Background: an optimization exercise with open tools, aiming at small area, a short achievable clock period and few clock cycles. Do not read the settings as production practice.
At most, simulation tests tie the RTL to the original design; equivalence was not proved.
Function not checked in runs 4 to 6: the RTL went through the layout flow alone.
The flow treats the clock pin as an ideal source, which a real chip does not have.
Power figures rest on the tool's default switching activity, not on a simulated workload.

<file path="flow/flow/run.sh">
#!/bin/bash
# The standard layout (standard.sh) with three changes:
# - synthesis leaves adders to ABC instead of mapping them onto the
#   library's full/half-adder cells (ADDER_MAP_FILE empty); the registers
#   are the standard synthesis's;
# - plain buffers on the ports (buffer_ports otherwise picks delay cells);
# - after the post-CTS timing repair, a downsizing pass that keeps the setup slack at or above SETUP_SLACK_MARGIN.
# Full tool output goes to standard.log.
set -e
export FLOW_FLOW_DIR=$PWD/flow
export ADDER_MAP_FILE=
export BUFFER_PORTS_ARGS="-buffer_cell sky130_fd_sc_hd__buf_1"
export POST_CTS_TCL=$FLOW_FLOW_DIR/post_cts.tcl
bash standard.sh > standard.log 2>&1
</file>
<file path="flow/flow/area_recover.tcl">
# Greedy area recovery: try each sized-up cell at smaller drive strengths of
# the same cell (same footprint) and keep the smallest one that leaves the
# worst setup slack at or above the margin (or where it was, if lower), and
# keeps every pin at least 20% inside its max-slew and max-capacitance
# limits (or no worse than before). Clock-tree cells are left alone.
proc area_recover { margin } {
  set dont_use {}
  if { [info exists ::env(DONT_USE_CELLS)] } { set dont_use $::env(DONT_USE_CELLS) }
  set wns0 [sta::worst_slack_cmd max]
  set limit [expr { min($margin * 1e-9, $wns0) }]
  set slew_lim [expr { min(0.2 * [sta::max_slew_check_limit], [sta::max_slew_check_slack]) }]
  set cap_lim [expr { min(0.2 * [sta::max_capacitance_check_limit], [sta::max_capacitance_check_slack]) }]
  puts "area_recover: worst slack $wns0, keeping it at or above $limit"
  set n 0
  set insts {}
  foreach inst [get_cells *] {
    set cell [get_property $inst ref_name]
    if { ![regexp {^(sky130_fd_sc_hd__[a-z0-9]+)_([0-9]+)$} $cell -> base drive] } { continue }
    if { [regexp {clk|dly|tap|fill|decap|diode} $base] } { continue }
    if { $drive == 0 } { continue }
    lappend insts [list $inst $base $drive $cell]
  }
  foreach rec $insts {
    lassign $rec inst base drive cell
    set cands {}
    foreach lc [get_lib_cells ${base}_*] {
      set name [get_name $lc]
      if { ![regexp "^${base}_(\[0-9\]+)\$" $name -> d] } { continue }
      if { $d >= $drive } { continue }
      set skip 0
      foreach p $dont_use { if { [string match $p $name] } { set skip 1 } }
      if { $skip } { continue }
      lappend cands [list $d $name]
    }
    set cands [lsort -integer -index 0 $cands]
    foreach c $cands {
      set name [lindex $c 1]
      replace_cell $inst $name
      if { [sta::worst_slack_cmd max] >= $limit
           && [sta::max_slew_check_slack] >= $slew_lim
           && [sta::max_capacitance_check_slack] >= $cap_lim } {
        incr n
        break
      }
      replace_cell $inst $cell
    }
  }
  puts "area_recover: resized $n cells, worst slack [sta::worst_slack_cmd max]"
}
</file>
<file path="flow/flow/post_cts.tcl">
# After CTS and its timing repair: give back the drive strength that repair
# added where the setup slack stays at or above the repair margin, then
# legalize the placement again.
source $::env(FLOW_FLOW_DIR)/area_recover.tcl
area_recover $::env(SETUP_SLACK_MARGIN)
detailed_placement
check_placement -verbose
</file>
<file path="flow/standard.sh">
#!/bin/bash
# synth_recipe.tcl (not shown) runs the flow's synth.tcl, then flattens the netlist and writes it again
# the make line also repeats each setting of config.mk as NAME=value (left out here)
make -C /OpenROAD-flow-scripts/flow DESIGN_CONFIG=/design/flow/config.mk WORK_HOME=/design/flow/orfs CLKGATE_MAP_FILE= SYNTH_SCRIPT=/design/flow/synth_recipe.tcl "${@:-finish}"
</file>
<file path="flow/config.mk">
export PLATFORM = sky130hd
export DESIGN_NAME = RISC_V
export DESIGN_NICKNAME = RISC_V
export VERILOG_FILES = /design/flow/design.v
export SDC_FILE = /design/flow/constraint.sdc
export NUM_CORES = 4
export LEC_CHECK = 0
export ABC_AREA = 1
export CAP_MARGIN = 20
export CORE_MARGIN = 2
export CORE_UTILIZATION = 55
export SETUP_SLACK_MARGIN = 4.5
export SLEW_MARGIN = 20
</file>
<file path="flow/constraint.sdc">
create_clock -name core_clock -period 8.0 [get_ports {clk}]
set_input_delay 1.6000 -clock core_clock [delete_from_list [all_inputs] [get_ports {clk}]]
set_output_delay 1.6000 -clock core_clock [all_outputs]
set_load 0.01 [all_outputs]
</file>
<file path="flow/design.v">
`timescale 1ns/1ps
module RISC_V(clk, rst, mem_addr, mem_wdata, mem_we, mem_rdata);
    input clk, rst;
    input  [15:0] mem_rdata;
    output [15:0] mem_addr;
    output [15:0] mem_wdata;
    output        mem_we;
    reg  [15:1] fa;         
    reg  [15:0] ir;         
    reg  [7:0]  sa, sb;     
    reg         iv;         
    reg         mem;        
    reg  [15:0] ea;         
    reg  [2:0]  mrd;        
    reg         mst;        
    reg  [15:0] rf [0:7];
    integer k;
    wire [15:0] w      = mem_rdata;
    wire        w_jump = (w[14:12] == 3'b100);
    wire        w_pt   = (w[14:12] == 3'b011) & w[15];   
    wire [15:1] inc    = w_jump ? {{4{w[15]}}, w[11:1]} :
                         w_pt   ? {{12{w[15]}}, w[9], w[2:1]} : 15'd1;
    wire [15:1] fnext  = fa + inc;
    wire [2:0] op  = ir[14:12];
    wire [2:0] f3  = ir[2:0];
    wire       exv = iv & ~mem;
    wire is_r  = (op == 3'b000);
    wire is_l  = (op == 3'b001);
    wire is_s  = (op == 3'b010);
    wire is_b  = (op == 3'b011);
    wire is_i  = (op == 3'b101);
    reg [15:0] a, b;
    always @(*) begin
        a = 16'd0;
        b = 16'd0;
        for (k = 0; k < 8; k = k + 1) begin
            a = a | ({16{sa[k]}} & rf[k]);
            b = b | ({16{sb[k]}} & rf[k]);
        end
    end
    wire [15:0] immI = {{10{ir[15]}}, ir[8:6], ir[2:0]};
    wire [15:0] immS = {{10{ir[15]}}, ir[5:0]};
    wire        sub  = is_b | (is_r & ~f3[2] & (f3[1] | f3[0]));
    wire [15:0] op2  = (is_r | is_b) ? (sub ? ~b : b) : (is_s ? immS : immI);
    wire [15:0] sum  = a + op2 + {15'd0, sub};
    wire        lt   = (a[15] ^ b[15]) ? a[15] : sum[15];
    wire        eq   = (a == b);
    reg [15:0] res;
    always @(*) begin
        if (is_r & (f3 == 3'b111))      res = a & b;
        else if (is_r & (f3 == 3'b110)) res = a | b;
        else if (is_r & (f3 == 3'b010)) res = {15'd0, lt};
        else                            res = sum;
    end
    wire [4:0]  bimm  = {ir[15], ir[15], ir[9], ir[2:1]};         
    wire [4:0]  boff  = ir[15] ? (5'd1 - bimm) : (bimm - 5'd1);
    wire [15:1] alt   = fa + {{10{boff[4]}}, boff};
    wire taken    = ir[11] ? lt : (eq ^ ir[10]);
    wire redirect = exv & is_b & (taken ^ ir[15]);
    wire        ex_we = exv & (is_r | is_i);
    wire        wen   = mem ? ~mst : ex_we;
    wire [2:0]  wa    = mem ? mrd : ir[11:9];
    wire [15:0] wd    = mem ? mem_rdata : res;
    always @(posedge clk)
        if (wen) rf[wa] <= wd;
    always @(posedge clk or posedge rst) begin
        if (rst) begin
            fa  <= 15'd0;
            iv  <= 1'b0;
            mem <= 1'b0;
        end else begin
            mem <= exv & (is_l | is_s);
            if (~mem) begin
                fa <= ({15{redirect}} & alt) | ({15{~redirect}} & fnext);
                iv <= ~redirect;
            end
        end
    end
    wire keep_b = mem | (exv & is_s);
    always @(posedge clk) begin
        if (~mem)
            ir <= w;
        for (k = 0; k < 8; k = k + 1) begin
            sa[k] <= mem ? (ir[5:3] == k) : (w[5:3] == k);
            sb[k] <= keep_b ? (ir[8:6] == k) : (w[8:6] == k);
        end
        ea  <= sum;
        mrd <= ir[11:9];
        mst <= is_s;
    end
    assign mem_addr  = mem ? ea : {fa, 1'b0};
    assign mem_wdata = b;
    assign mem_we    = mem & mst;
endmodule
</file>
==> metrics.cfg, run 1 <==
[timing]
rsz0062_at_grt=true
finalMaxSlewViolations=0
setup_tns_ns=0
fmax_ghz=0.2807
slew_headroom_pct=26.91
setup_viol=0
fin_crit_ns=3.562
finalWorstSetupSlack_ns=4.438
finalHoldViolCount=0
fin_crit_sh_pct=44.53
finClkSkew_ns=0.02569
worst_pin_slew_ns=1.095

[detailed_routing]
antenna_left=0
wl_per_cell_um=20.35
dr.pass1.iters=6
vias_per_cell=5.800
drcViolationCount=0
drt_iter0_markers=1281
route.vias.total=11530
routed_wl_um=40450

[global_routing]
grt_max_degree=75
grt_pass1_wl_um=59110
grt.overflow.total=0
antenna_found_initial=1
grtUsageTotal_pct=35.21
grt_pass1_vias=10250

[setup_path]
rrSetupSlack_ns=4.53
rr_endpoint=fa[13]
cp_top_family=simple AND/OR/NAND/NOR gates
cp.arrival_ns=3.89
cp_num_buf_inv=3
path_max_fanout=4
r2r_cells=24
slowest_stage=nor3_4
crit_path_max_incr_delay_ns=0.33
startpoint_type=input port
timing.rr.start=ir[12]
crit_type=in -> reg
end_kind=flip-flop
cp_cell_sequence=buf_8 > nor3_4 > buf_4 > buf_4 > o211ai_1 > or2_4 > o21ai_4 > a21oi_2 > o211ai_1 > nand3b_1 > o21ai_1 > xor2_1 > nand2_1 > nand3_1 > nand2_1
required_ns=8.33

[power]
powerDensity_nw_per_um2=478.9
switching_power_w=0.003292
ir_worst_vdd_uv=252.8
leakage_nw=6.294
p_comb_share_pct=55.9
p_seq_share_pct=31.6
pwr-share-clk_pct=12.5
sw_frac_of_total_pct=50.62
p_int_w=0.003211

[final_layout]
final_cell_mix=nand2_1, inv_1, edfxtp_1
fin_nets=1717
stdcell_count=1988
post-route-util_pct=64.19
area_delta_synth_final_pct=13.50
final_common_cell=nand2_1
drive_gt1_share_pct=10.98

[status]
outcome=no timing/DRC/antenna violations

[worst_hold_path]
holdPathStages=0
worstHoldEndpoint=mrd[1]
hp-class=reg -> reg
worstHoldStart=ir[10]

[synth]
yosys.area_share.simple_pct=34.61
synth-seq-area-share_pct=45.72
synthXorXnorAreaFrac_pct=3.587
ys.flop_type=edfxtp_1
ys_types=50
synth_nets=1654
syn_avg_cell_area_um2=7.313
ys_warn_count=1
synthAdderAreaFrac_pct=0
async_reset_ff_share_pct=8.629
synth_seq_cells=197
syn_area_um2=11960
synth_top_family_by_area=simple AND/OR/NAND/NOR gates
synthCells=1636
synth_compound_area_share_pct=8.011
synth_edf_count=144
synthMuxAreaShare_pct=0

[placed_design]
gp_congestion=0.9404
portBuffers=50
dp_slack_ns=3.678
dp_hpwl_um=27660
dp_cells=1913

[clock_tree]
clock_sinks=197
cts_tree=yes
clock_latency_ns=0.44
clkTransAtPathRegs_ns=0.07

[floorplanning]
die_h_um=151.5
core_um2=21150
pin_count=51
initial_core_util_pct=56.56
die_area_um2=22950
die-width_um=151.5
fp-row-count=53

[flow_run]
drv_cap=0

[per-layer routing]
layer	wire, µm	global-route usage (%)	vias to the layer above	share of wire, %
li1	-	-	5436	-
met4	1380	12.99	2	3.4
met3	4491	6.916	120	11
met1	16200	48.40	5277	40
met5	10	0	-	0.025
met2	18370	55.54	695	45
[power by group through the flow]
stage                     Clock (W)  Sequential (W)  Combinational, W
final                      0.000811         0.00205           0.00364
after global routing       0.000855         0.00208           0.00398
after detailed placement          0         0.00206           0.00327
after global placement            0         0.00206           0.00326
after floorplan                   0         0.00186           0.00238
[worst register-to-register path: stages, from the launching register on]
cell      delay (ns)
edfxtp_1        0.49
inv_1           0.12
nand2_1         0.10
nor2_4          0.15
nand3_4         0.12
inv_6           0.10
buf_6           0.15
nand3_1         0.12
nand3_1         0.09
nand2_1         0.07
nand2_1         0.13
nor2_1          0.09
nand2_1         0.10
nand2_1         0.08
a21oi_2         0.28
nand3_1         0.15
nand3_1         0.10
nand2_1         0.08
nand2_2         0.10
nand2_2         0.11
nand2_4         0.18
nand3_4         0.17
nand2_1         0.15
nand3_2         0.07
nand2_1         0.08
[cell usage after synthesis, types with 10 or more instances]
library cell	count	area (µm²)
a21oi_1	36	180.2
nand4_1	43	269.0
dfxtp_1	36	720.7
clkbuf_1	18	67.56
nand2_1	693	2601
o211ai_1	16	120.1
nand2_2	10	62.56
inv_1	156	585.6
buf_2	23	115.1
dfrtp_1	17	425.4
nand3_1	72	360.4
nor3_1	14	70.07
nor2_1	132	495.5
or2_2	13	81.33
xor2_1	40	350.3
o21ai_0	70	350.3
edfxtp_1	144	4324
o21ai_1	10	50.05
[sequential cells by signal, summed over array words and instances (netlist names)]
name / count
ir: 16
mst: 1
mrd: 3
iv: 1
fa: 15
rf: 128
sa: 8
ea: 16
sb: 8
mem: 1
[final cells by class]
type / instances / area, µm²
Tap cell: 275 / 344.1
Multi-Input combinational cell: 1217 / 5926
Timing Repair inverter: 1 / 6.256
Antenna cell: 1 / 2.502
Timing Repair Buffer: 99 / 595.6
Sequential cell: 197 / 5504
Clock inverter: 13 / 113.9
Clock buffer: 19 / 432.9
Fill cell: 1934 / 7575
Inverter: 166 / 654.4
[cell families after synthesis]
family | count (synthesis)
XOR/XNOR | 49
buffers and inverters | 225
flip-flops | 197
AND/OR/NAND/NOR | 1001
AO/OA/AOI/OAI | 164
[per-stage QoR]
stage          total power, W  cell area [µm²]  hold slack (ns)
6_report             0.006503            13580           0.4222
5_1_grt              0.006917            13580           0.4430
3_5_place_dp         0.005335            12340           0.3956
3_3_place_gp         0.005317            12310           0.3996
2_1_floorplan        0.004245            12050           0.3855
[worst max-delay path by stage]
stage	slack, ns	from	to	cells after the start
after floorplan	4.41	mem_rdata[14]	fa[15]	16
after global placement	3.70	mem_rdata[14]	fa[15]	18
after detailed placement	3.68	mem_rdata[14]	fa[15]	18
after global routing	4.27	mem_rdata[14]	fa[15]	15
final	4.44	mem_rdata[12]	fa[15]	15
Testbench counts, summed over its fixed seeds: cycles 40,390.
==> run 2: changes to the inputs <==
--- a/flow/config.mk
+++ b/flow/config.mk
@@ -8,6 +8,6 @@
 export ABC_AREA = 1
 export CAP_MARGIN = 20
 export CORE_MARGIN = 2
-export CORE_UTILIZATION = 55
-export SETUP_SLACK_MARGIN = 4.5
+export CORE_UTILIZATION = 40
+export SETUP_SLACK_MARGIN = 4.3
 export SLEW_MARGIN = 20
==> metrics.cfg, run 2 <==
[clock_tree]
clock_latency_ns=0.46  ; was 0.44 ns
clkTransAtPathRegs_ns=0.08  ; was 0.07 ns
clock_sinks=197  ; unchanged
cts_tree=yes  ; unchanged

[worst_hold_path]
worstHoldEndpoint=mrd[1]  ; unchanged
holdPathStages=0  ; unchanged
worstHoldStart=ir[10]  ; unchanged
hp-class=reg -> reg  ; unchanged

[timing]
finalMaxSlewViolations=0  ; unchanged
rsz0062_at_grt=true  ; unchanged
fmax_ghz=0.2780  ; was 0.2807 GHz
finalHoldViolCount=0  ; unchanged
slew_headroom_pct=29.20  ; was 26.91%
fin_crit_sh_pct=44.97  ; was 44.53%
fin_crit_ns=3.598  ; was 3.562 ns
setup_tns_ns=0  ; unchanged
hold_slack_ns=0.4076  ; was 0.4222 ns
finalWorstSetupSlack_ns=4.402  ; was 4.438 ns
worst_pin_slew_ns=1.051  ; was 1.095 ns
setup_viol=0  ; unchanged
finClkSkew_ns=0.02272  ; was 0.02569 ns

[setup_path]
cp_num_buf_inv=2  ; was 3
startpoint_type=flip-flop  ; was input port
path_max_fanout=73  ; was 4
cp_cell_sequence=buf_4 > o21ai_0 > buf_1  ; was buf_8 > nor3_4 > buf_4 > buf_4 > o211ai_1 > or2_4 > o21ai_4 > a21oi_2 > o211ai_1 > nand3b_1 > o21ai_1 > xor2_1 > nand2_1 > nand3_1 > nand2_1
crit_type=reg -> out  ; was in -> reg
cp.arrival_ns=2.00  ; was 3.89 ns
rr_endpoint=rf[1][14]  ; was fa[13]
required_ns=6.40  ; was 8.33 ns
crit_path_max_incr_delay_ns=0.61  ; was 0.33 ns
rrSetupSlack_ns=4.41  ; was 4.53 ns
end_kind=output pin  ; was flip-flop
cp_top_family=buffers and inverters  ; was simple AND/OR/NAND/NOR gates
timing.rr.start=ir[12]  ; unchanged
slowest_stage=buf_4  ; was nor3_4
r2r_cells=23  ; was 24

[placed_design]
portBuffers=50  ; unchanged
dp_hpwl_um=27230  ; was 27,660 µm
dp_cells=2025  ; was 1,913
gp_congestion=0.9438  ; was 0.9404
dp_slack_ns=3.692  ; was 3.678 ns

[global_routing]
grtUsageTotal_pct=25.35  ; was 35.21%
grt_pass1_vias=10140  ; was 10,250
antenna_found_initial=0  ; was 1
grt_pass1_wl_um=58970  ; was 59,110 µm
grt.overflow.total=0  ; unchanged
grt_max_degree=74  ; was 75

[final_layout]
stdcell_count=2078  ; was 1,988
final_cell_mix=nand2_1, inv_1, edfxtp_1  ; unchanged
final_common_cell=nand2_1  ; unchanged
largestRegisters=rf: 128 flops, ea: 16 flops, ir: 16 flops  ; unchanged
antennaDiodeCount=0  ; was 1
area_delta_synth_final_pct=10.69  ; was 13.50%
post-route-util_pct=44.80  ; was 64.19%
drive_gt1_share_pct=6.576  ; was 10.98%
fin_nets=1693  ; was 1,717
top_register=rf  ; unchanged
largest_reg_flops=128  ; unchanged

[synth]
ys_types=50  ; unchanged
yosys-top-cells-count=nand2_1, inv_1, edfxtp_1  ; unchanged
synth_seq_cells=197  ; unchanged
synth-seq-area-share_pct=45.72  ; unchanged
synth_nets=1654  ; unchanged
synth_edf_count=144  ; unchanged
async_reset_ff_share_pct=8.629  ; unchanged
ys_warn_count=1  ; unchanged
yosysMostFrequentCell=nand2_1  ; unchanged
syn_area_um2=11960  ; unchanged
ys.flop_type=edfxtp_1  ; unchanged
synthDominantCellAreaShare_pct=36.14  ; unchanged
synth_area_leaders=edfxtp_1, nand2_1, dfxtp_1  ; unchanged
yosysTopAreaCell=edfxtp_1  ; unchanged
synthCells=1636  ; unchanged
syn_avg_cell_area_um2=7.313  ; unchanged

[floorplanning]
pin_count=51  ; unchanged
die_area_um2=31310  ; was 22,950 µm²
core_um2=29560  ; was 21,150 µm²
die-width_um=176.9  ; was 151.5 µm
die_h_um=176.9  ; was 151.5 µm
fp-row-count=63  ; was 53
initial_core_util_pct=40.47  ; was 56.56%

[power]
powerDensity_nw_per_um2=479.2  ; was 478.9 nW/µm²
ir_worst_vdd_uv=165.6  ; was 252.8 µV
leakage_nw=6.127  ; was 6.294 nW

[detailed_routing]
drcViolationCount=0  ; unchanged
antenna_left=0  ; unchanged
wl_per_cell_um=18.77  ; was 20.35 µm
drt_iter0_markers=933  ; was 1,281
dr.pass1.iters=5  ; was 6
route.vias.total=10930  ; was 11,530
vias_per_cell=5.259  ; was 5.800
routed_wl_um=39010  ; was 40,450 µm

[flow_run]
drv_cap=0  ; unchanged

[status]
outcome=no timing/DRC/antenna violations  ; unchanged

run 2: cell counts after synthesis:
Identical to the previous run, type by type.
run 2: through the flow:
stage	cell area [µm²]	power (W)
final	13240	0.006345
after global routing	13240	0.006825
after detailed placement	12370	0.005360
after floorplan	11970	0.004227
after global placement	12370	0.005341
run 2: kinds of logic after synthesis:
family / count (synthesis) / share of synthesized area (%)
buffers and inverters: 225 / 8.074
flip-flops: 197 / 45.72
AND/OR/NAND/NOR: 1001 / 34.61
AO/OA/AOI/OAI: 164 / 8.011
XOR/XNOR: 49 / 3.587
run 2: worst register-to-register path, cell delays in order, from the launching register on:
cell      delay, ns
edfxtp_1       0.45
inv_1          0.11
nand2_1        0.06
nor2_2         0.16
nand3_1        0.20
inv_4          0.18
nand2_1        0.09
nand3_1        0.09
nand2_1        0.09
nand2_1        0.12
inv_1          0.07
nand2_1        0.06
nand2_1        0.07
nand2_1        0.07
nand3_1        0.16
a21oi_4        0.25
inv_1          0.08
nand4_1        0.10
nand3_1        0.10
nand3_1        0.13
nand2_1        0.07
nand2_1        0.16
o21ai_0        0.19
clkbuf_4       0.26
run 2: cell type report:
| cell class | count | area, µm² |
|---|---|---|
| clock buffer | 17 | 425.4 |
| tap | 390 | 488.0 |
| sequential | 197 | 5507 |
| multi-input combinational | 1215 | 5650 |
| inverter | 166 | 635.6 |
| clock inverter | 15 | 116.4 |
| timing repair buffer | 78 | 420.4 |
| fill | 3007 | 16320 |
run 2: worst max-delay path by stage:
stage	end	depth (start not counted)	slack [ns]	from
2_1_floorplan	fa[15]	16	4.34	mem_rdata[14]
5_1_grt	fa[6]	26	4.17	ir[12]
6_report	mem_addr[2]	3	4.40	mem
3_3_place_gp	fa[8]	16	3.75	mem_rdata[12]
3_5_place_dp	fa[8]	16	3.69	mem_rdata[12]
run 2: layer usage:
| metal | share of wire, % | vias to the layer above | track usage (%) |
|---|---|---|---|
| met5 | 0 | - | 0 |
| met4 | 3.5 | 0 | 9.848 |
| met3 | 6.3 | 86 | 4.102 |
| met2 | 48 | 425 | 43.34 |
| met1 | 42 | 5048 | 32.05 |
| li1 | - | 5369 | - |
run 2: report_power, final:
group	leakage, nW	switching [W]	internal [W]
Sequential	1.84	0.000312	0.00176
Combinational	4.01	0.00247	0.00100
Clock	0.281	0.000394	0.000411
Total	6.13	0.00318	0.00317
==> run 3: changes to the inputs <==
--- a/flow/config.mk
+++ b/flow/config.mk
@@ -9,5 +9,5 @@
 export CAP_MARGIN = 20
 export CORE_MARGIN = 2
 export CORE_UTILIZATION = 40
-export SETUP_SLACK_MARGIN = 4.3
+export SETUP_SLACK_MARGIN = 4.2
 export SLEW_MARGIN = 20
==> metrics.cfg, run 3 <==
[setup_path]
cp.arrival_ns=4.07  ; was 2.00 ns
slowest_stage=nand4_1  ; was buf_4
path_max_fanout=6  ; was 73
required_ns=8.34  ; was 6.40 ns
cp_cell_sequence=buf_1 > nand4_1 > nand2_8 > o211ai_1 > or2_1 > nand2_1 > nor2_1 > a21oi_1 > o21ai_2 > a41o_1 > xor2_1 > nand2_1 > nand3_1 > nand2_1  ; was buf_4 > o21ai_0 > buf_1
crit_path_frequent_cell=nand2_1
crit_type=in -> reg  ; was reg -> out
end_kind=flip-flop  ; was output pin
crit_path_max_incr_delay_ns=0.38  ; was 0.61 ns
rrSetupSlack_ns=4.41  ; about the same
startpoint_type=input port  ; was flip-flop

[final_layout]
fin_nets=1703  ; was 1,693
area_delta_synth_final_pct=11.58  ; was 10.69%
final_common_cell=nand2_1  ; unchanged
antennaDiodeCount=0  ; unchanged
largestRegisters=rf: 128 flops, ea: 16 flops, ir: 16 flops  ; unchanged
drive_gt1_share_pct=7.597  ; was 6.576%
final_cell_mix=nand2_1, inv_1, edfxtp_1  ; unchanged
post-route-util_pct=45.16  ; was 44.80%
design_area_um2=13350  ; was 13,240 µm²
largest_reg_flops=128  ; unchanged
top_register=rf  ; unchanged

[floorplanning]
initial_core_util_pct=40.47  ; unchanged
die_area_um2=31310  ; unchanged
core_um2=29560  ; unchanged
fp-row-count=63  ; unchanged
pin_count=51  ; unchanged
die-width_um=176.9  ; unchanged
die_h_um=176.9  ; unchanged

[detailed_routing]
routed_wl_um=39440  ; was 39,010 µm
drt_iter0_markers=921  ; was 933
antenna_left=0  ; unchanged
wl_per_cell_um=18.89  ; was 18.77 µm
route.vias.total=11030  ; was 10,930
drcViolationCount=0  ; unchanged
vias_per_cell=5.282  ; was 5.259
dr.pass1.iters=5  ; unchanged

[synth]
synth-seq-area-share_pct=45.72  ; unchanged
synthDominantCellAreaShare_pct=36.14  ; unchanged
async_reset_ff_share_pct=8.629  ; unchanged
ys_types=50  ; unchanged
yosysTopAreaCell=edfxtp_1  ; unchanged
ys.flop_type=edfxtp_1  ; unchanged
synth_seq_cells=197  ; unchanged
synth_nets=1654  ; unchanged
yosys-top-cells-count=nand2_1, inv_1, edfxtp_1  ; unchanged
synthCells=1636  ; unchanged
syn_avg_cell_area_um2=7.313  ; unchanged
synth_edf_count=144  ; unchanged
ys_warn_count=1  ; unchanged
yosysMostFrequentCell=nand2_1  ; unchanged
synth_area_leaders=edfxtp_1, nand2_1, dfxtp_1  ; unchanged
syn_area_um2=11960  ; unchanged

[global_routing]
grt_pass1_wl_um=58310  ; was 58,970 µm
grt.overflow.total=0  ; unchanged
grt_max_degree=56  ; was 74
grt_pass1_vias=10090  ; was 10,140
antenna_found_initial=0  ; unchanged
grtUsageTotal_pct=25.00  ; was 25.35%

[placed_design]
dp_hpwl_um=27090  ; was 27,230 µm
portBuffers=50  ; unchanged
gp_congestion=0.9226  ; was 0.9438
dp_slack_ns=3.438  ; was 3.692 ns
dpl-instance-area_um2=12360  ; was 12,370 µm²

[timing]
finalMaxSlewViolations=0  ; unchanged
fin_crit_ns=3.729  ; was 3.598 ns
finClkSkew_ns=0.02811  ; was 0.02272 ns
setup_viol=0  ; unchanged
rsz0062_at_grt=true  ; unchanged
setup_tns_ns=0  ; unchanged
worst_pin_slew_ns=1.003  ; was 1.051 ns
fmax_ghz=0.2682  ; was 0.2780 GHz
finalHoldViolCount=0  ; unchanged
fin_crit_sh_pct=46.61  ; was 44.97%
finalWorstSetupSlack_ns=4.271  ; was 4.402 ns
slew_headroom_pct=32.43  ; was 29.20%

[clock_tree]
clock_sinks=197  ; unchanged
cts_tree=yes  ; unchanged
clock_latency_ns=0.46  ; about the same
clkTransAtPathRegs_ns=0.09  ; was 0.08 ns

[power]
ir_worst_vdd_uv=193.4  ; was 165.6 µV
leakage_nw=6.182  ; was 6.127 nW
powerDensity_nw_per_um2=476.2  ; was 479.2 nW/µm²

[flow_run]
drv_cap=0  ; unchanged

[status]
outcome=no timing/DRC/antenna violations  ; unchanged

[worst_hold_path]
hp-class=reg -> reg  ; unchanged

## run 3: cell count changes in the layout (fill, tap and decap cells not counted), sizes merged
cell | previous run | this run
clkinvlp | 2 | 3
nand2 | 705 | 708
bufinv | 1 | 2
buf | 75 | 83
clkbuf | 20 | 18
inv | 170 | 166
clkinv | 8 | 11
## run 3: critical path: cells and delay by family
family	cells	cell delay, ns
AOI/OAI and AO/OA	4	0.77
xor gates and xnor gates	1	0.13
buffers and inverters	1	0.23
and+or+nand+nor	8	1.34
## run 3: routing by layer
| metal | routed length, µm | vias to the layer above | global-route usage [%] | share of wire [%] |
|---|---|---|---|---|
| met1 | 16350 | 5111 | 32.11 | 41 |
| li1 | - | 5390 | - | - |
| met4 | 1446 | 0 | 10.06 | 3.7 |
| met2 | 18760 | 440 | 42.23 | 48 |
| met3 | 2886 | 87 | 3.694 | 7.3 |
| met5 | 0 | - | 0 | 0 |
## run 3: stage by stage
step           total power [W]  hold slack, ns  instances
5_1_grt               0.006822          0.4488       2088
3_3_place_gp          0.005298          0.4004       2025
2_1_floorplan         0.004226          0.3855       1636
6_report              0.006357          0.4309       2088
3_5_place_dp          0.005327          0.4025       2025
## run 3: cell families after synthesis
kind of cell              count (synthesis)  share of synthesized area [%]
xor gates and xnor gates                 49                          3.587
buffers and inverters                   225                          8.074
DFF                                     197                          45.72
and+or+nand+nor                        1001                          34.61
AOI/OAI and AO/OA                       164                          8.011
## run 3: cell type report
cell class,instances,area [µm²]
clock buffer,17,425.4
clock inverter,15,122.6
fill,3022,16210
inverter,166,641.9
multi-input combinational,1218,5722
sequential,197,5490
tap,390,488.0
timing repair buffer,84,454.2
timing repair inverter,1,5.005
## run 3: power breakdown
part / internal, W / total, W / switching [W]
sequential: 0.00176 / 0.00207 / 0.000313
clock: 0.000424 / 0.000816 / 0.000391
combinational: 0.00101 / 0.00347 / 0.00246
## run 3: worst paths after layout
kind                                    start         to  depth (start not counted)
min in group asynchronous                 rst     fa[13]                          2
worst max register to register         ir[13]  rf[7][14]                         18
max in group asynchronous                 rst        mem                          2
worst min register to register         ir[10]     mrd[1]                          0
worst max-delay path            mem_rdata[15]      fa[8]                         14
worst min-delay path                   ir[10]     mrd[1]                          0
==> run 4: changes to the inputs <==
--- a/flow/design.v
+++ b/flow/design.v
@@ -41,8 +41,9 @@
     wire [15:0] immI = {{10{ir[15]}}, ir[8:6], ir[2:0]};
     wire [15:0] immS = {{10{ir[15]}}, ir[5:0]};
     wire        sub  = is_b | (is_r & ~f3[2] & (f3[1] | f3[0]));
-    wire [15:0] op2  = (is_r | is_b) ? (sub ? ~b : b) : (is_s ? immS : immI);
-    wire [15:0] sum  = a + op2 + {15'd0, sub};
+    wire [15:0] op2  = (is_r | is_b) ? b : (is_s ? immS : immI);
+    wire [15:0] sx   = {16{sub}};
+    wire [15:0] sum  = sx ^ ((a ^ sx) + op2);
     wire        lt   = (a[15] ^ b[15]) ? a[15] : sum[15];
     wire        eq   = (a == b);
     reg [15:0] res;
--- a/flow/config.mk
+++ b/flow/config.mk
@@ -9,5 +9,5 @@
 export CAP_MARGIN = 20
 export CORE_MARGIN = 2
 export CORE_UTILIZATION = 40
-export SETUP_SLACK_MARGIN = 4.2
+export SETUP_SLACK_MARGIN = 4.4
 export SLEW_MARGIN = 20
==> metrics.cfg, run 4 <==
[setup_path]
rrSetupSlack_ns=4.49  ; was 4.41 ns
timing.rr.start=ir[12]  ; was ir[13]
crit_type=reg -> reg  ; was in -> reg
end_kind=flip-flop  ; unchanged
r2r_cells=19  ; was 18
critical_path.startpoint=ir[12]  ; was mem_rdata[15]
startpoint_type=flip-flop  ; was input port
path_max_fanout=8  ; was 6
slowest_stage=edfxtp_1  ; was nand4_1
crit_path_max_incr_delay_ns=0.48  ; was 0.38 ns
cp_cell_sequence=buf_6 > nand3_4 > nand2_8 > buf_4 > nand3_1 > nand2_2 > inv_1 > nand2_1 > nand2_2 > nand2_1 > nor2_1 > nand3_1 > nand2_2 > inv_1 > or2_0 > nand2_1 > a21oi_1 > o221ai_1 > o21ai_0  ; was buf_1 > nand4_1 > nand2_8 > o211ai_1 > or2_1 > nand2_1 > nor2_1 > a21oi_1 > o21ai_2 > a41o_1 > xor2_1 > nand2_1 > nand3_1 > nand2_1
required_ns=8.00  ; was 8.34 ns
rr_endpoint=rf[6][7]  ; was rf[7][14]
cp.arrival_ns=3.51  ; was 4.07 ns

[placed_design]
gp_congestion=0.9861  ; was 0.9226
dpl-instance-area_um2=12870  ; was 12,360 µm²
dp_hpwl_um=29890  ; was 27,090 µm
portBuffers=50  ; unchanged

[floorplanning]
die_h_um=180.3  ; was 176.9 µm
pin_count=51  ; unchanged
core_um2=30590  ; was 29,560 µm²
fp-row-count=64  ; was 63
die_area_um2=32520  ; was 31,310 µm²
initial_core_util_pct=40.66  ; was 40.47%
die-width_um=180.3  ; was 176.9 µm

[status]
outcome=no timing/DRC/antenna violations  ; unchanged

[timing]
fin_crit_sh_pct=43.83  ; was 46.61%
finClkSkew_ns=0.03438  ; was 0.02811 ns
rsz0062_at_grt=true  ; unchanged
fmax_ghz=0.2852  ; was 0.2682 GHz
slew_headroom_pct=23.98  ; was 32.43%
finalHoldViolCount=0  ; unchanged
finalMaxSlewViolations=0  ; unchanged
worst_pin_slew_ns=1.128  ; was 1.003 ns
setup_tns_ns=0  ; unchanged
fin_crit_ns=3.506  ; was 3.729 ns
setup_viol=0  ; unchanged

[final_layout]
fin_nets=1809  ; was 1,703
final_cell_mix=nand2_1, inv_1, nor2_1  ; was nand2_1, inv_1, edfxtp_1
area_delta_synth_final_pct=11.74  ; was 11.58%
antennaDiodeCount=0  ; unchanged
largest_reg_flops=128  ; unchanged
top_register=rf  ; unchanged
design_area_um2=13900  ; was 13,350 µm²
final_common_cell=nand2_1  ; unchanged
drive_gt1_share_pct=8.204  ; was 7.597%
largestRegisters=rf: 128 flops, ea: 16 flops, ir: 16 flops  ; unchanged

[power]
powerDensity_nw_per_um2=441.5  ; was 476.2 nW/µm²
leakage_nw=6.535  ; was 6.182 nW
ir_worst_vdd_uv=233.1  ; was 193.4 µV
power_w=0.006135  ; was 0.006357 W

[synth]
synthCells=1737  ; was 1,636
yosysMostFrequentCell=nand2_1  ; unchanged
syn_area_um2=12440  ; was 11,960 µm²
synth_area_leaders=edfxtp_1, nand2_1, dfxtp_1  ; unchanged
synthDominantCellAreaShare_pct=34.77  ; was 36.14%
ys_types=52  ; was 50
synth_nets=1755  ; was 1,654
synth_edf_count=144  ; unchanged
syn_avg_cell_area_um2=7.160  ; was 7.313 µm²
yosys-top-cells-count=nand2_1, nor2_1, inv_1  ; was nand2_1, inv_1, edfxtp_1
ys_warn_count=1  ; unchanged
synth-seq-area-share_pct=43.98  ; was 45.72%
synth_seq_cells=197  ; unchanged
ys.flop_type=edfxtp_1  ; unchanged
async_reset_ff_share_pct=8.629  ; unchanged
yosysTopAreaCell=edfxtp_1  ; unchanged

[clock_tree]
cts_tree=yes  ; unchanged
clock_sinks=197  ; unchanged
clkTransAtPathRegs_ns=0.08  ; was 0.09 ns
clock_latency_ns=0.46  ; about the same

[global_routing]
antenna_found_initial=0  ; unchanged
grt_max_degree=77  ; was 56
grt.overflow.total=0  ; unchanged
grt_pass1_wl_um=64550  ; was 58,310 µm
grtUsageTotal_pct=25.92  ; was 25.00%
grt_pass1_vias=10970  ; was 10,090

[detailed_routing]
routed_wl_um=43480  ; was 39,440 µm
route.vias.total=11890  ; was 11,030
drt_iter0_markers=1186  ; was 921
dr.pass1.iters=5  ; unchanged
antenna_left=0  ; unchanged
vias_per_cell=5.405  ; was 5.282
wl_per_cell_um=19.76  ; was 18.89 µm
drcViolationCount=0  ; unchanged

[worst_hold_path]
holdPathStages=0  ; unchanged
worstHoldStart=ir[9]  ; was ir[10]
worstHoldEndpoint=mrd[0]  ; was mrd[1]
hp-class=reg -> reg  ; unchanged

[flow_run]
drv_cap=0  ; unchanged

[run 4: changes by cell type after synthesis, moves of 6 or more]
cell	previous run	this run
nand3_1	72	84
clkbuf_2	0	9
nand4_1	43	27
nor2_1	132	162
xor2_1	40	53
o21ai_0	70	76
nand2_1	693	747
o211ai_1	16	4
[run 4: worst max-delay path by stage]
stage,to,cells after the start
floorplan,fa[8],16
global placement,fa[15],20
detailed placement,fa[15],20
global route,rf[6][7],19
finish,rf[6][7],19
[run 4: layer usage]
metal	share of wire [%]	up-vias	global-route usage, %	routed length, µm
li1	-	5696	-	-
met1	41	5525	34.39	17950
met2	47	587	42.70	20240
met3	8.4	82	3.557	3661
met4	3.7	0	10.65	1628
met5	0	-	0	0
[run 4: area by class of cell]
class	instances	area, µm²
clock inverters	15	115.1
repair buffers	91	533.0
clock buffers	17	425.4
multi-input cells	1322	6197
well taps	396	495.5
inverters	162	630.6
flip-flops and latches	197	5500
fillers	3149	16690
[run 4: per-stage QoR]
stage	util [%]	worst slack (ns)	instances	hold slack, ns
final	45.43	4.494	2200	0.4306
after global routing	45.43	4.329	2200	0.4497
after detailed placement	42.07	3.854	2130	0.4023
after global placement	42.07	3.959	2130	0.4063
after floorplan	-	4.401	1737	0.3646
[run 4: logic make-up after synthesis]
group | after synthesis | share of synthesized area [%]
simple gates | 1085 | 35.98
compound gates | 169 | 8.099
xor+xnor | 64 | 4.507
flops | 197 | 43.98
buf+inv | 222 | 7.435
[run 4: report_power, final]
group / total (W) / switching, W / internal (W)
Combinational: 0.00335 / 0.00238 / 0.000966
Clock: 0.000836 / 0.000423 / 0.000412
Sequential: 0.00195 / 0.000283 / 0.00167
[run 4: worst max-delay path: cells and delay by family (launching register included)]
kind / cells / cell delay [ns]
flip-flops: 1 / 0.48
AO/OA/AOI/OAI: 3 / 0.71
AND/OR/NAND/NOR: 12 / 1.37
buffers and inverters: 4 / 0.48
==> run 5: changes to the inputs <==
--- a/flow/design.v
+++ b/flow/design.v
@@ -18,9 +18,14 @@
     wire [15:0] w      = mem_rdata;
     wire        w_jump = (w[14:12] == 3'b100);
     wire        w_pt   = (w[14:12] == 3'b011) & w[15];   
-    wire [15:1] inc    = w_jump ? {{4{w[15]}}, w[11:1]} :
-                         w_pt   ? {{12{w[15]}}, w[9], w[2:1]} : 15'd1;
-    wire [15:1] fnext  = fa + inc;
+    wire [15:5] hp1    = fa[15:5] + 11'd1;
+    wire [15:5] hm1    = fa[15:5] - 11'd1;
+    wire [4:0]  lp1    = {1'b0, fa[4:1]} + 5'd1;
+    wire [15:1] fp1    = {lp1[4] ? hp1 : fa[15:5], lp1[3:0]};
+    wire [15:1] tj     = fa + {{4{w[15]}}, w[11:1]};
+    wire [4:0]  blo    = {1'b0, fa[4:1]} + {2'b01, w[9], w[2:1]};
+    wire [15:1] tb     = {blo[4] ? fa[15:5] : hm1, blo[3:0]};
+    wire [15:1] fnext  = w_jump ? tj : w_pt ? tb : fp1;
     wire [2:0] op  = ir[14:12];
     wire [2:0] f3  = ir[2:0];
     wire       exv = iv & ~mem;
@@ -55,7 +60,8 @@
     end
     wire [4:0]  bimm  = {ir[15], ir[15], ir[9], ir[2:1]};         
     wire [4:0]  boff  = ir[15] ? (5'd1 - bimm) : (bimm - 5'd1);
-    wire [15:1] alt   = fa + {{10{boff[4]}}, boff};
+    wire [5:0]  alo   = {2'b00, fa[4:1]} + {boff[4], boff};
+    wire [15:1] alt   = {alo[5] ? hm1 : alo[4] ? hp1 : fa[15:5], alo[3:0]};
     wire taken    = ir[11] ? lt : (eq ^ ir[10]);
     wire redirect = exv & is_b & (taken ^ ir[15]);
     wire        ex_we = exv & (is_r | is_i);
--- a/flow/config.mk
+++ b/flow/config.mk
@@ -9,5 +9,5 @@
 export CAP_MARGIN = 20
 export CORE_MARGIN = 2
 export CORE_UTILIZATION = 40
-export SETUP_SLACK_MARGIN = 4.4
+export SETUP_SLACK_MARGIN = 4.5
 export SLEW_MARGIN = 20
==> metrics.cfg, run 5 <==
[status]
outcome=no timing/DRC/antenna violations  ; unchanged

[synth]
ys_warn_count=1  ; unchanged
yosys-top-cells-count=nand2_1, nor2_1, inv_1  ; unchanged
synth_nets=1796  ; was 1,755
syn_area_um2=12460  ; was 12,440 µm²
synth_area_leaders=edfxtp_1, nand2_1, dfxtp_1  ; unchanged
ys_types=47  ; was 52
yosysTopAreaCell=edfxtp_1  ; unchanged
synth_seq_cells=197  ; unchanged
synthCells=1778  ; was 1,737
yosysMostFrequentCell=nand2_1  ; unchanged
syn_avg_cell_area_um2=7.006  ; was 7.160 µm²
async_reset_ff_share_pct=8.629  ; unchanged
synthDominantCellAreaShare_pct=34.71  ; was 34.77%
ys.flop_type=edfxtp_1  ; unchanged
synth_edf_count=144  ; unchanged
synth-seq-area-share_pct=43.91  ; was 43.98%

[detailed_routing]
dr.pass1.iters=6  ; was 5
drcViolationCount=0  ; unchanged
routed_wl_um=44410  ; was 43,480 µm
wl_per_cell_um=19.80  ; was 19.76 µm
vias_per_cell=5.492  ; was 5.405
drt_iter0_markers=1224  ; was 1,186
route.vias.total=12320  ; was 11,890
antenna_left=0  ; unchanged

[timing]
slew_headroom_pct=32.47  ; was 23.98%
finClkSkew_ns=0.02422  ; was 0.03438 ns
setup_viol=0  ; unchanged
fmax_ghz=0.2868  ; was 0.2852 GHz
finalHoldViolCount=0  ; unchanged
setup_tns_ns=0  ; unchanged
fin_crit_ns=3.487  ; was 3.506 ns
rsz0062_at_grt=true  ; unchanged
fin_crit_sh_pct=43.59  ; was 43.83%
worst_pin_slew_ns=1.002  ; was 1.128 ns
finalMaxSlewViolations=0  ; unchanged

[floorplanning]
die-width_um=180.5  ; was 180.3 µm
initial_core_util_pct=40.72  ; was 40.66%
pin_count=51  ; unchanged
die_area_um2=32570  ; was 32,520 µm²
fp-row-count=64  ; unchanged
die_h_um=180.5  ; was 180.3 µm
core_um2=30590  ; unchanged

[clock_tree]
cts_tree=yes  ; unchanged
clock_latency_ns=0.45  ; was 0.46 ns
clock_sinks=197  ; unchanged
clkTransAtPathRegs_ns=0.06  ; was 0.08 ns

[setup_path]
startpoint_type=flip-flop  ; unchanged
cp-endpoint=mem_wdata[14]  ; was rf[6][7]
r2r_cells=18  ; was 19
critical_path.startpoint=sb[7]  ; was ir[12]
cp.arrival_ns=1.89  ; was 3.51 ns
worst-path-stages=5  ; was 19
crit_path_max_incr_delay_ns=0.73  ; was 0.48 ns
path_max_fanout=16  ; was 8
cp_num_buf_inv=1  ; was 4
end_kind=output pin  ; was flip-flop
crit_path_frequent_cell=nand2_1
crit_type=reg -> out  ; was reg -> reg
timing.rr.start=ir[14]  ; was ir[12]
slowest_stage=dfxtp_2  ; was edfxtp_1
rr_endpoint=rf[4][14]  ; was rf[6][7]
cp_cell_sequence=nand2_1 > nand2_1 > nor2_1 > nand2_1 > buf_1  ; was buf_6 > nand3_4 > nand2_8 > buf_4 > nand3_1 > nand2_2 > inv_1 > nand2_1 > nand2_2 > nand2_1 > nor2_1 > nand3_1 > nand2_2 > inv_1 > or2_0 > nand2_1 > a21oi_1 > o221ai_1 > o21ai_0
required_ns=6.40  ; was 8.00 ns
rrSetupSlack_ns=4.59  ; was 4.49 ns
cp_top_family=flip-flops  ; was simple AND/OR/NAND/NOR gates

[power]
powerDensity_nw_per_um2=434.3  ; was 441.5 nW/µm²
ir_worst_vdd_uv=172.5  ; was 233.1 µV
leakage_nw=6.553  ; was 6.535 nW

[final_layout]
largest_reg_flops=128  ; unchanged
drive_gt1_share_pct=10.02  ; was 8.204%
final_cell_mix=nand2_1, nor2_1, inv_1  ; was nand2_1, inv_1, nor2_1
post-route-util_pct=46.27  ; was 45.43%
largestRegisters=rf: 128 flops, ea: 16 flops, ir: 16 flops  ; unchanged
fin_nets=1851  ; was 1,809
top_register=rf  ; unchanged
n_fill_cell=3145  ; was 3,149
final_common_cell=nand2_1  ; unchanged
area_delta_synth_final_pct=13.61  ; was 11.74%

[global_routing]
antenna_found_initial=2  ; was 0
grt_pass1_wl_um=65240  ; was 64,550 µm
grt_pass1_vias=11330  ; was 10,970
grt_max_degree=73  ; was 77
grt.overflow.total=0  ; unchanged
grtUsageTotal_pct=26.27  ; was 25.92%

[worst_hold_path]
hp-class=reg -> reg  ; unchanged

[placed_design]
gp_congestion=0.9490  ; was 0.9861
dp_hpwl_um=29760  ; was 29,890 µm
portBuffers=50  ; unchanged

[flow_run]
drv_cap=0  ; unchanged

==> run 5: cell count changes after synthesis, moves of 6 or more <==
cell and change:
o41ai_1 -6, o21ai_1 +9, nor2_1 +20, nand2_1 +30
xor2_1 -11, o211ai_1 +8, nand2_2 -8
==> run 5: cells by family (layout without fill, tap and decap cells) <==
family | after synthesis | in the layout | share of synthesized area, %
other | 0 | 1 | 0
XOR/XNOR | 58 | 58 | 4.078
flip-flops | 197 | 197 | 43.91
buffers and inverters | 226 | 289 | 7.523
AO/OA/AOI/OAI | 187 | 188 | 8.568
AND/OR/NAND/NOR | 1110 | 1114 | 35.92
==> run 5: worst register-to-register path: stages (launching register included) <==
cell,delay (ns)
edfxtp_1,0.47
nor2_4,0.18
nand2_4,0.12
nand2_8,0.12
buf_4,0.18
nand2_4,0.13
nand2_1,0.10
nand2_1,0.10
xnor2_2,0.32
o21ai_1,0.20
a21oi_1,0.23
inv_1,0.07
a21oi_1,0.20
o21ai_2,0.12
xor2_2,0.16
nand2_1,0.07
o211ai_1,0.09
nand2_1,0.13
o21ai_4,0.11
==> run 5: area by class of cell <==
type                            instances  area [µm²]  area share, %
Clock buffer                           18       429.2          3.032
Sequential cell                       197        5503          38.88
Timing Repair Buffer                  100       593.1          4.191
Tap cell                              396       495.5          3.501
Clock inverter                         14       80.08         0.5658
Antenna cell                            1       2.502        0.01768
Inverter                              157       620.6          4.385
Multi-Input combinational cell       1360        6429          45.42
==> run 5: worst min-delay path by stage <==
stage | startpoint | end | slack (ns) | depth (start not counted)
floorplan | ir[10] | mrd[1] | 0.39 | 0
global placement | ir[9] | mrd[0] | 0.43 | 0
detailed placement | ir[10] | mrd[1] | 0.41 | 0
global route | ir[9] | mrd[0] | 0.46 | 0
finish | ir[10] | mrd[1] | 0.44 | 0
==> run 5: where the power goes <==
| group | switching (W) | internal (W) | leakage (nW) |
|---|---|---|---|
| logic | 0.00236 | 0.00103 | 4.42 |
| clock network | 0.000370 | 0.000402 | 0.285 |
| registers | 0.000306 | 0.00168 | 1.85 |
| total | 0.00304 | 0.00311 | 6.55 |
==> run 5: per-layer routing <==
metal / global-route usage (%) / vias up / share of wire [%]
met5: 0 / - / 0.027
met4: 11.45 / 2 / 4.6
met3: 5.113 / 151 / 10
met2: 42.50 / 635 / 45
met1: 34.25 / 5710 / 40
li1: - / 5821 / -
==> run 5: through the flow <==
stage	hold WS, ns	total power [W]	area [µm²]	instances	setup slack [ns]
3_5_place_dp	0.4138	0.004972	12870	2163	3.744
3_3_place_gp	0.4304	0.004943	12870	2163	3.693
2_1_floorplan	0.3890	0.003983	12460	1778	4.542
5_1_grt	0.4587	0.006559	14150	2242	4.401
6_report	0.4387	0.006146	14150	2243	4.513
==> run 6: changes to the inputs <==
--- a/flow/config.mk
+++ b/flow/config.mk
@@ -9,5 +9,5 @@
 export CAP_MARGIN = 20
 export CORE_MARGIN = 2
 export CORE_UTILIZATION = 40
-export SETUP_SLACK_MARGIN = 4.5
+export SETUP_SLACK_MARGIN = 4.8
 export SLEW_MARGIN = 20
==> metrics.cfg, run 6 <==
[status]
outcome=no timing/DRC/antenna violations  ; unchanged

[clock_tree]
clkTransAtPathRegs_ns=0.06  ; about the same
clock_latency_ns=0.46  ; was 0.45 ns
cts_tree=yes  ; unchanged
clock_sinks=197  ; unchanged

[global_routing]
grt_max_degree=38  ; was 73
grt_pass1_vias=11500  ; was 11,330
grtUsageTotal_pct=26.96  ; was 26.27%
grt.overflow.total=0  ; unchanged
antenna_found_initial=0  ; was 2
grt_pass1_wl_um=66850  ; was 65,240 µm

[timing]
fin_crit_ns=3.354  ; was 3.487 ns
worst_pin_slew_ns=1.047  ; was 1.002 ns
setup_tns_ns=0  ; unchanged
fmax_ghz=0.2981  ; was 0.2868 GHz
rsz0062_at_grt=true  ; unchanged
finalMaxSlewViolations=0  ; unchanged
finClkSkew_ns=0.02679  ; was 0.02422 ns
fin_crit_sh_pct=41.93  ; was 43.59%
setup_viol=0  ; unchanged
slew_headroom_pct=30.18  ; was 32.47%
hold_slack_ns=0.4411  ; was 0.4387 ns
finalHoldViolCount=0  ; unchanged

[synth]
synth_area_leaders=edfxtp_1, nand2_1, dfxtp_1  ; unchanged
synth_nets=1796  ; unchanged
ys_types=47  ; unchanged
yosys-top-cells-count=nand2_1, nor2_1, inv_1  ; unchanged
ys.flop_type=edfxtp_1  ; unchanged
synth_compound_area_share_pct=8.568  ; unchanged
synth_top_family_by_area=simple AND/OR/NAND/NOR gates  ; unchanged
syn_area_um2=12460  ; unchanged
synth-seq-area-share_pct=43.91  ; unchanged
yosysTopAreaCell=edfxtp_1  ; unchanged
synthMuxAreaShare_pct=0  ; unchanged
synthDominantCellAreaShare_pct=34.71  ; unchanged
synthCells=1778  ; unchanged
synthXorXnorAreaFrac_pct=4.078  ; unchanged
async_reset_ff_share_pct=8.629  ; unchanged
syn_avg_cell_area_um2=7.006  ; unchanged
ys_warn_count=1  ; unchanged
yosysMostFrequentCell=nand2_1  ; unchanged
synthAdderAreaFrac_pct=0  ; unchanged
yosys.area_share.simple_pct=35.92  ; unchanged
synth_edf_count=144  ; unchanged
synth_seq_cells=197  ; unchanged

[placed_design]
dp_hpwl_um=30300  ; was 29,760 µm
gp_congestion=0.9760  ; was 0.9490
dpl-instance-area_um2=12950  ; was 12,870 µm²
portBuffers=50  ; unchanged

[final_layout]
post-route-util_pct=49.39  ; was 46.27%
drive_gt1_share_pct=17.21  ; was 10.02%
final_cell_mix=nand2_1, nor2_1, inv_1  ; unchanged
final_common_cell=nand2_1  ; unchanged
fin_nets=1905  ; was 1,851
multi_input_area_um2=6844  ; was 6429 µm²
area_delta_synth_final_pct=21.29  ; was 13.61%
largest_reg_flops=128  ; unchanged
largestRegisters=rf: 128 flops, ea: 16 flops, ir: 16 flops  ; unchanged
n_fill_cell=2993  ; was 3,145
ff_latch_area_um2=5533  ; was 5503 µm²
antennaDiodeCount=0  ; was 1
top_register=rf  ; unchanged
design_area_um2=15110  ; was 14,150 µm²

[worst_hold_path]
worstHoldStart=ir[9]  ; was ir[10]
worstHoldEndpoint=mrd[0]  ; was mrd[1]
hp-class=reg -> reg  ; unchanged
holdPathStages=0  ; unchanged

[floorplanning]
die_h_um=180.5  ; unchanged
pin_count=51  ; unchanged
die-width_um=180.5  ; unchanged
die_area_um2=32570  ; unchanged
initial_core_util_pct=40.72  ; unchanged
core_um2=30590  ; unchanged
fp-row-count=64  ; unchanged

[flow_run]
drv_cap=0  ; unchanged

[setup_path]
startpoint_type=flip-flop  ; unchanged
path_max_fanout=7  ; was 16
timing.rr.start=ir[14]  ; unchanged
slowest_stage=dfxtp_4  ; was dfxtp_2
crit_path_frequent_cell=nand2_1  ; unchanged
crit_path_max_incr_delay_ns=0.44  ; was 0.73 ns
cp_cell_sequence=buf_4 > buf_4 > nand2_1 > nand2_1 > nor2_1 > nand2_1 > clkbuf_2  ; was nand2_1 > nand2_1 > nor2_1 > nand2_1 > buf_1
rr_endpoint=fa[2]  ; was rf[4][14]
cp.arrival_ns=1.75  ; was 1.89 ns
rrSetupSlack_ns=4.66  ; was 4.59 ns
crit_type=reg -> out  ; unchanged
required_ns=6.40  ; about the same
end_kind=output pin  ; unchanged
r2r_cells=24  ; was 18

[detailed_routing]
vias_per_cell=5.502  ; was 5.492
drt_iter0_markers=1412  ; was 1,224
routed_wl_um=46470  ; was 44,410 µm
route.vias.total=12630  ; was 12,320
wl_per_cell_um=20.24  ; was 19.80 µm
antenna_left=0  ; unchanged
dr.pass1.iters=6  ; unchanged
drcViolationCount=0  ; unchanged

[power]
powerDensity_nw_per_um2=444.6  ; was 434.3 nW/µm²
ir_worst_vdd_uv=294.1  ; was 172.5 µV
leakage_nw=6.969  ; was 6.553 nW

## run 6: cell counts after synthesis
No cell type changed its count.
## run 6: cell type report
| class | count | area share, % |
|---|---|---|
| well taps | 396 | 3.279 |
| inverters | 157 | 4.107 |
| multi-input cells | 1360 | 45.30 |
| clock inverters | 15 | 0.5714 |
| clock buffers | 17 | 2.816 |
| flip-flops and latches | 197 | 36.62 |
| repair buffers | 154 | 7.312 |
## run 6: critical path: cells and delay by family (launching register included)
kind	cells	cell delay, ns
buffers and inverters	3	0.59
and+or+nand+nor	4	0.28
DFF	1	0.44
## run 6: worst max-delay path by stage
stage / startpoint / end / depth (start not counted)
final: sb[4] / mem_wdata[13] / 7
after floorplan: mem_rdata[2] / flip-flop / 23
after detailed placement: mem_rdata[15] / flip-flop / 12
after global routing: ir[14] / flip-flop / 26
after global placement: mem_rdata[15] / flip-flop / 12
## run 6: power breakdown
part,switching (W),total [W],internal (W)
Combinational,0.00263,0.00397,0.00134
Sequential,0.000283,0.00196,0.00168
Clock,0.000379,0.000780,0.000401
Total,0.00330,0.00672,0.00342
## run 6: kinds of logic (layout without fill, tap and decap cells)
| logic type | after synthesis | in the layout |
|---|---|---|
| buf+inv | 226 | 343 |
| compound gates | 187 | 188 |
| xor+xnor | 58 | 58 |
| flops | 197 | 197 |
| simple gates | 1110 | 1114 |
## run 6: layer usage
metal	track usage, %	share of wire [%]	vias up
li1	-	-	5919
met4	12.32	5.2	0
met5	0	0	-
met2	43.97	46	660
met1	35.20	41	5875
met3	4.406	8.7	178
## run 6: metrics by stage
stage	total power (W)	instances	worst slack, ns
6_report	0.006718	2296	4.646
5_1_grt	0.007100	2296	4.510
3_5_place_dp	0.005008	2166	3.826
3_3_place_gp	0.004974	2165	3.863
2_1_floorplan	0.004001	1778	4.605
==> run 7: changes to the inputs <==
--- a/flow/design.v
+++ b/flow/design.v
@@ -16,16 +16,11 @@
     reg  [15:0] rf [0:7];
     integer k;
     wire [15:0] w      = mem_rdata;
-    wire        w_jump = (w[14:12] == 3'b100);
-    wire        w_pt   = (w[14:12] == 3'b011) & w[15];   
-    wire [15:5] hp1    = fa[15:5] + 11'd1;
-    wire [15:5] hm1    = fa[15:5] - 11'd1;
-    wire [4:0]  lp1    = {1'b0, fa[4:1]} + 5'd1;
-    wire [15:1] fp1    = {lp1[4] ? hp1 : fa[15:5], lp1[3:0]};
-    wire [15:1] tj     = fa + {{4{w[15]}}, w[11:1]};
-    wire [4:0]  blo    = {1'b0, fa[4:1]} + {2'b01, w[9], w[2:1]};
-    wire [15:1] tb     = {blo[4] ? fa[15:5] : hm1, blo[3:0]};
-    wire [15:1] fnext  = w_jump ? tj : w_pt ? tb : fp1;
+    wire        w_jump = ~mem & (w[14:12] == 3'b100);
+    wire        w_pt   = ~mem & (w[14:12] == 3'b011) & w[15];   
+    wire [15:1] inc    = w_jump ? {{4{w[15]}}, w[11:1]} :
+                         w_pt   ? {{12{w[15]}}, w[9], w[2:1]} : {14'd0, ~mem};
+    wire [15:1] fnext  = fa + inc;
     wire [2:0] op  = ir[14:12];
     wire [2:0] f3  = ir[2:0];
     wire       exv = iv & ~mem;
@@ -46,9 +41,8 @@
     wire [15:0] immI = {{10{ir[15]}}, ir[8:6], ir[2:0]};
     wire [15:0] immS = {{10{ir[15]}}, ir[5:0]};
     wire        sub  = is_b | (is_r & ~f3[2] & (f3[1] | f3[0]));
-    wire [15:0] op2  = (is_r | is_b) ? b : (is_s ? immS : immI);
-    wire [15:0] sx   = {16{sub}};
-    wire [15:0] sum  = sx ^ ((a ^ sx) + op2);
+    wire [15:0] op2  = (is_r | is_b) ? (sub ? ~b : b) : (is_s ? immS : immI);
+    wire [15:0] sum  = a + op2 + {15'd0, sub};
     wire        lt   = (a[15] ^ b[15]) ? a[15] : sum[15];
     wire        eq   = (a == b);
     reg [15:0] res;
@@ -60,8 +54,7 @@
     end
     wire [4:0]  bimm  = {ir[15], ir[15], ir[9], ir[2:1]};         
     wire [4:0]  boff  = ir[15] ? (5'd1 - bimm) : (bimm - 5'd1);
-    wire [5:0]  alo   = {2'b00, fa[4:1]} + {boff[4], boff};
-    wire [15:1] alt   = {alo[5] ? hm1 : alo[4] ? hp1 : fa[15:5], alo[3:0]};
+    wire [15:1] alt   = fa + {{10{boff[4]}}, boff};
     wire taken    = ir[11] ? lt : (eq ^ ir[10]);
     wire redirect = exv & is_b & (taken ^ ir[15]);
     wire        ex_we = exv & (is_r | is_i);
@@ -77,10 +70,9 @@
             mem <= 1'b0;
         end else begin
             mem <= exv & (is_l | is_s);
-            if (~mem) begin
-                fa <= ({15{redirect}} & alt) | ({15{~redirect}} & fnext);
+            fa <= ({15{redirect}} & alt) | ({15{~redirect}} & fnext);
+            if (~mem)
                 iv <= ~redirect;
-            end
         end
     end
     wire keep_b = mem | (exv & is_s);
--- a/flow/config.mk
+++ b/flow/config.mk
@@ -9,5 +9,5 @@
 export CAP_MARGIN = 20
 export CORE_MARGIN = 2
 export CORE_UTILIZATION = 40
-export SETUP_SLACK_MARGIN = 4.8
+export SETUP_SLACK_MARGIN = 4.3
 export SLEW_MARGIN = 20
==> metrics.cfg, run 7 <==
[timing]
worst_pin_slew_ns=0.8432  ; was 1.047 ns
finalHoldViolCount=0  ; unchanged
finClkSkew_ns=0.02482  ; was 0.02679 ns
finalWorstSetupSlack_ns=4.493  ; was 4.646 ns
hold_slack_ns=0.4239  ; was 0.4411 ns
rsz0062_at_grt=true  ; unchanged
setup_viol=0  ; unchanged
slew_headroom_pct=43.73  ; was 30.18%
finalMaxSlewViolations=0  ; unchanged
fmax_ghz=0.2851  ; was 0.2981 GHz
setup_tns_ns=0  ; unchanged
fin_crit_sh_pct=43.84  ; was 41.93%
fin_crit_ns=3.507  ; was 3.354 ns

[detailed_routing]
drcViolationCount=0  ; unchanged
wl_per_cell_um=18.44  ; was 20.24 µm
antenna_left=0  ; unchanged
route.vias.total=10610  ; was 12,630
routed_wl_um=37600  ; was 46,470 µm
vias_per_cell=5.202  ; was 5.502
dr.pass1.iters=5  ; was 6
drt_iter0_markers=939  ; was 1,412

[setup_path]
timing.rr.start=ir[13]  ; was ir[14]
crit_path_max_incr_delay_ns=0.66  ; was 0.44 ns
required_ns=6.40  ; about the same
cp_cell_sequence=a22o_1 > a21oi_1 > nand3_1 > buf_1  ; was buf_4 > buf_4 > nand2_1 > nand2_1 > nor2_1 > nand2_1 > clkbuf_2
path_max_fanout=16  ; was 7
end_kind=output pin  ; unchanged
crit_type=reg -> out  ; unchanged
rrSetupSlack_ns=4.55  ; was 4.66 ns
rr_endpoint=rf[4][3]  ; was fa[2]
slowest_stage=dfxtp_2  ; was dfxtp_4
r2r_cells=9  ; was 24
critical_path.startpoint=sb[0]  ; was sb[4]
cp.arrival_ns=1.91  ; was 1.75 ns
startpoint_type=flip-flop  ; unchanged

[worst_hold_path]
holdPathStages=0  ; unchanged
hp-class=reg -> reg  ; unchanged
worstHoldEndpoint=mrd[1]  ; was mrd[0]
worstHoldStart=ir[10]  ; was ir[9]

[floorplanning]
core_um2=29400  ; was 30,590 µm²
fp-row-count=63  ; was 64
die-width_um=176.2  ; was 180.5 µm
die_area_um2=31050  ; was 32,570 µm²
die_h_um=176.2  ; was 180.5 µm
initial_core_util_pct=40.34  ; was 40.72%
pin_count=51  ; unchanged

[final_layout]
n_fill_cell=3008  ; was 2,993
multi_input_area_um2=5548  ; was 6844 µm²
area_delta_synth_final_pct=9.177  ; was 21.29%
antennaDiodeCount=0  ; unchanged
top_register=rf  ; unchanged
post-route-util_pct=44.04  ; was 49.39%
ff_latch_area_um2=5490  ; was 5533 µm²
drive_gt1_share_pct=6.307  ; was 17.21%
largest_reg_flops=128  ; unchanged
fin_nets=1654  ; was 1,905
largestRegisters=rf: 128 flops, ea: 16 flops, ir: 16 flops  ; unchanged
final_cell_mix=nand2_1, nor2_1, inv_1  ; unchanged
final_common_cell=nand2_1  ; unchanged

[power]
sw_frac_of_total_pct=50.02  ; was 49.05%
ir_worst_vdd_uv=193.7  ; was 294.1 µV
leakage_nw=5.911  ; was 6.969 nW
p_int_w=0.003132  ; was 0.003423 W
switching_power_w=0.003134  ; was 0.003295 W
p_seq_share_pct=33.1  ; was 29.2%
pwr-share-clk_pct=12.2  ; was 11.6%
p_comb_share_pct=54.6  ; was 59.2%
powerDensity_nw_per_um2=483.8  ; was 444.6 nW/µm²

[synth]
synthCells=1596  ; was 1,778
ys_warn_count=1  ; unchanged
yosysMostFrequentCell=nand2_1  ; unchanged
yosysTopAreaCell=edfxtp_1  ; unchanged
synth_seq_cells=197  ; unchanged
yosys-top-cells-count=nand2_1, nor2_1, edfxtp_1  ; was nand2_1, nor2_1, inv_1
synth_area_leaders=edfxtp_1, nand2_1, dfxtp_1  ; unchanged
synthDominantCellAreaShare_pct=36.46  ; was 34.71%
synth_edf_count=144  ; unchanged
ys.flop_type=edfxtp_1  ; unchanged
synth-seq-area-share_pct=46.12  ; was 43.91%
syn_area_um2=11860  ; was 12,460 µm²
ys_types=56  ; was 47
async_reset_ff_share_pct=8.629  ; unchanged
syn_avg_cell_area_um2=7.432  ; was 7.006 µm²
synth_nets=1614  ; was 1,796

[status]
outcome=no timing/DRC/antenna violations  ; unchanged

[global_routing]
grt.overflow.total=0  ; unchanged
antenna_found_initial=0  ; unchanged
grtUsageTotal_pct=24.27  ; was 26.96%
grt_pass1_wl_um=56750  ; was 66,850 µm
grt_max_degree=75  ; was 38
grt_pass1_vias=9845  ; was 11,500

[clock_tree]
clock_latency_ns=0.45  ; was 0.46 ns
clock_sinks=197  ; unchanged
cts_tree=yes  ; unchanged
clkTransAtPathRegs_ns=0.06  ; about the same

[placed_design]
portBuffers=50  ; unchanged
dp_slack_ns=3.777  ; was 3.826 ns
gp_congestion=0.9312  ; was 0.9760
dp_hpwl_um=26410  ; was 30,300 µm

[flow_run]
drv_cap=0  ; unchanged

[run 7: cell types whose count changed in the layout (fill, tap and decap cells not counted), moves of 11 or more]
cell / previous run / this run
nand4_1: 23 / 41
buf_4: 53 / 14
dfxtp_4: 15 / 1
dfxtp_2: 0 / 13
clkbuf_2: 15 / 0
nand2_4: 23 / 4
nand2_2: 64 / 7
nor2_2: 23 / 5
nand2_1: 698 / 676
o21ai_1: 20 / 9
[run 7: final cells by class]
type / instances / share of cell area [%]
Clock buffer: 18 / 3.314
Clock inverter: 14 / 0.6377
Inverter: 145 / 4.300
Multi-Input combinational cell: 1201 / 42.84
Sequential cell: 197 / 42.40
Tap cell: 390 / 3.768
Timing Repair Buffer: 74 / 2.744
[run 7: how the worst max path moves through the flow]
stage,end,slack [ns],depth (start not counted)
final,mem_wdata[15],4.49,4
after global routing,rf[4][3],4.24,9
after detailed placement,fa[15],3.78,22
after global placement,fa[12],3.84,19
after floorplan,fa[15],4.42,19
[run 7: kinds of logic (layout without fill, tap and decap cells)]
family	Yosys count	after routing	share of synthesized area [%]
mux	1	1	0.08439
buf+inv	199	251	7.542
simple gates	986	987	34.45
flops	197	197	46.12
xor+xnor	49	49	3.618
compound gates	164	164	8.186
[run 7: power groups by stage]
stage | Clock [W] | Combinational (W) | Sequential (W)
after floorplan | 0 | 0.00244 | 0.00190
after global placement | 0 | 0.00331 | 0.00208
after detailed placement | 0 | 0.00333 | 0.00209
after global routing | 0.000816 | 0.00382 | 0.00210
final | 0.000766 | 0.00342 | 0.00208
[run 7: metal layers]
metal,vias to the layer above,wire length [µm],GRT usage [%]
met2,388,17400,39.85
met1,4878,16340,32.06
met3,91,2416,3.553
li1,5249,-,-
met4,0,1438,10.30
met5,-,0,0
[run 7: critical path: cells and delay by family, from the launching register on]
family | cells | cell delay [ns]
DFF | 1 | 0.66
buffers and inverters | 1 | 0.29
AOI/OAI and AO/OA | 2 | 0.26
and+or+nand+nor | 1 | 0.25
[run 7: stage by stage]
step / total power, W / std cells / instance area [µm²]
finish: 0.006266 / 2039 / 12950
global route: 0.006741 / 2039 / 12950
detailed placement: 0.005417 / 1992 / 12280
global placement: 0.005392 / 1992 / 12280
floorplan: 0.004332 / 1596 / 11860
Testbench counts of run 7, summed over its fixed seeds: cycles 40,390.

afterwards: timing with drivers on the ports:
Ports are ideal in the flow. The routed layouts listed here were re-timed in OpenROAD. Step 1 assumes that a clkbuf_16 drives the clock port and a buf_2 every other input. Step 2 moves the port delays by t, midway between the first and last clock arrival at a register: inputs arrive t later, outputs are due t later. That takes back most of the time a late clock gives input paths. Slacks: ideal ports / drivers / drivers and shift; pairs: ideal ports / drivers.
| run | shift t [ns] | slack for setup (ns) | worst register clock-pin slew, ns |
|---|---|---|---|
| run 1 | 0.481 | 4.438 / 4.436 / 3.956 | 0.08 / 0.08 |
| run 2 | 0.492 | 4.402 / 4.354 / 3.987 | 0.08 / 0.08 |
| run 3 | 0.491 | 4.271 / 4.248 / 3.757 | 0.09 / 0.09 |
| run 4 | 0.490 | 4.494 / 4.494 / 4.096 | 0.09 / 0.09 |
| run 5 | 0.490 | 4.513 / 4.463 / 4.166 | 0.08 / 0.08 |
| run 6 | 0.496 | 4.646 / 4.598 / 4.197 | 0.08 / 0.08 |
| run 7 | 0.483 | 4.493 / 4.445 / 4.074 | 0.08 / 0.08 |
After both steps every run listed still meets setup and hold. For run 3, which loses most, drivers alone change the setup slack by -0.023 ns; drivers and shift together by -0.514 ns.
